What follows belongs to an exercise in optimizing a design on an open flow for small area; a production flow would make more cautious choices. In this exercise RTL edits were held to simulation tests only and were not proved equivalent to the original. Power figures rest on the tool's default switching activity, not on a simulated workload.

Design top, start of the top module:
module top #(parameter n = 16, parameter k = 8)
(
  input clk,
  input rstn,
  input  [n * k - 1 : 0] in,
  output [n * k - 1 : 0] out
);
reg [4:0] age;
always @(posedge clk or negedge rstn) begin
  if (!rstn)
    age <= 5'd0;
  else if (age != 5'd17)
    age <= age + 5'd1;
end
wire valid = (age == 5'd17);
wire [7:0] x_0 = in[7:0];
wire [7:0] x_1 = in[15:8];
wire [7:0] x_2 = in[23:16];
wire [7:0] x_3 = in[31:24];
wire [7:0] x_4 = in[39:32];
wire [7:0] x_5 = in[47:40];
wire [7:0] x_6 = in[55:48];
wire [7:0] x_7 = in[63:56];
wire [7:0] x_8 = in[71:64];
wire [7:0] x_9 = in[79:72];
wire [7:0] x_10 = in[87:80];
wire [7:0] x_11 = in[95:88];
wire [7:0] x_12 = in[103:96];
wire [7:0] x_13 = in[111:104];
wire [7:0] x_14 = in[119:112];
wire [7:0] x_15 = in[127:120];
wire [7:0] c0_lo, c0_hi;
cas u_cas0 (.a(x_0), .b(x_13), .lo(c0_lo), .hi(c0_hi));
wire [7:0] c1_lo, c1_hi;
cas u_cas1 (.a(x_1), .b(x_12), .lo(c1_lo), .hi(c1_hi));
wire [7:0] c2_lo, c2_hi;
cas u_cas2 (.a(x_2), .b(x_15), .lo(c2_lo), .hi(c2_hi));
wire [7:0] c3_lo, c3_hi;
cas u_cas3 (.a(x_3), .b(x_14), .lo(c3_lo), .hi(c3_hi));
wire [7:0] c4_lo, c4_hi;
  ...
clock: 4.0 ns
lec_check: 0
cap_margin: 20
core_margin: 2
core_utilization: 40
slew_margin: 20
standard.sh (not shown) runs the stock make flow with config.mk's settings and CLKGATE_MAP_FILE= SYNTH_SCRIPT=/design/flow/synth_recipe.tcl, a recipe that flattens the netlist after the stock synthesis.
==> flow/flow/run.sh <==
#!/bin/bash
# Standard synthesis and layout, with these changes to how the layout is made:
#  - after synthesis, 2:1 mux cells that share a select are rewritten as
#    o22a/o22ai cells with one inverter per select (muxrw.py);
#  - the ports are buffered with the smallest buffer;
#  - clock tree synthesis adds no dummy loads;
#  - after placement repair, gates with slack are downsized, then slew and
#    capacitance are repaired again (post_resize.tcl).
set -euo pipefail
F=$(pwd)/flow
R=orfs/results/sky130hd/top/base
export BUFFER_PORTS_ARGS="-buffer_cell sky130_fd_sc_hd__buf_1"
export CTS_ARGS="-sink_clustering_enable -repair_clock_nets -dont_use_dummy_load -buf_list {sky130_fd_sc_hd__clkbuf_4 sky130_fd_sc_hd__clkbuf_8}"
export POST_RESIZE_TCL=$F/post_resize.tcl
bash standard.sh synth > synth.log 2>&1
cp $R/1_2_yosys.v $R/1_2_yosys.std.v
python3 $F/muxrw.py $R/1_2_yosys.std.v $R/1_2_yosys.v > muxrw.log 2>&1
rm -f $R/1_synth.odb
bash standard.sh synth > synth_odb.log 2>&1
bash standard.sh finish > layout.log 2>&1
Other scripts of this flow, unchanged in this note and not shown: flow/flow/muxrw.py, flow/flow/post_resize.tcl
The baseline passed the timing, DRC and antenna checks.
Rerun with:
--- a/flow/flow/run.sh
+++ b/flow/flow/run.sh
@@ -12,3 +12,3 @@
 export BUFFER_PORTS_ARGS="-buffer_cell sky130_fd_sc_hd__buf_1"
-export CTS_ARGS="-sink_clustering_enable -repair_clock_nets -dont_use_dummy_load -buf_list {sky130_fd_sc_hd__clkbuf_4 sky130_fd_sc_hd__clkbuf_8}"
+export CTS_ARGS="-sink_clustering_enable -repair_clock_nets -dont_use_dummy_load -sink_clustering_size 32 -sink_clustering_max_diameter 60 -buf_list {sky130_fd_sc_hd__clkbuf_16}"
 export POST_RESIZE_TCL=$F/post_resize.tcl
Non-clock buffer count does not change.
Design area decreases by 1.9%.
Routed wire length decreases by 1.7%.
Area after synthesis stays the same.
Setup slack gets better by 0.060 ns.
Synthesized cell count does not change.
Via count decreases by 2.9%.
Power decreases by 3.3%.
Worst hold slack gets better by 0.16 ns.
Core utilization decreases by 0.86 points.
Clock-buffer cell count decreases by 197.

## re-timing with driven ports
The results above use ideal ports. As a check the final layouts listed here were re-extracted and re-timed, cells and wires unchanged. Step 1, drivers: a clkbuf_16 drives clk and a buf_2 each remaining input, both assumed. Step 2 times the ports against the registers' clock, not the clock port: input delays grow and output delays shrink by t, the midpoint of the rising clock arrivals with the driver on. a / b / c = ideal / step 1 / step 2; a / b = the first two.
run | shift t [ns] | setup WS [ns] | hold slack, ns | worst setup path at the end
the first run | 1.025 | 0.274 / 0.202 / 0.856 | 0.110 / 0.081 / 0.263 | input to register
the second run | 0.820 | 0.334 / 0.258 / 0.882 | 0.274 / 0.258 / 0.274 | input to register
After both steps setup and hold are still met in every run listed.
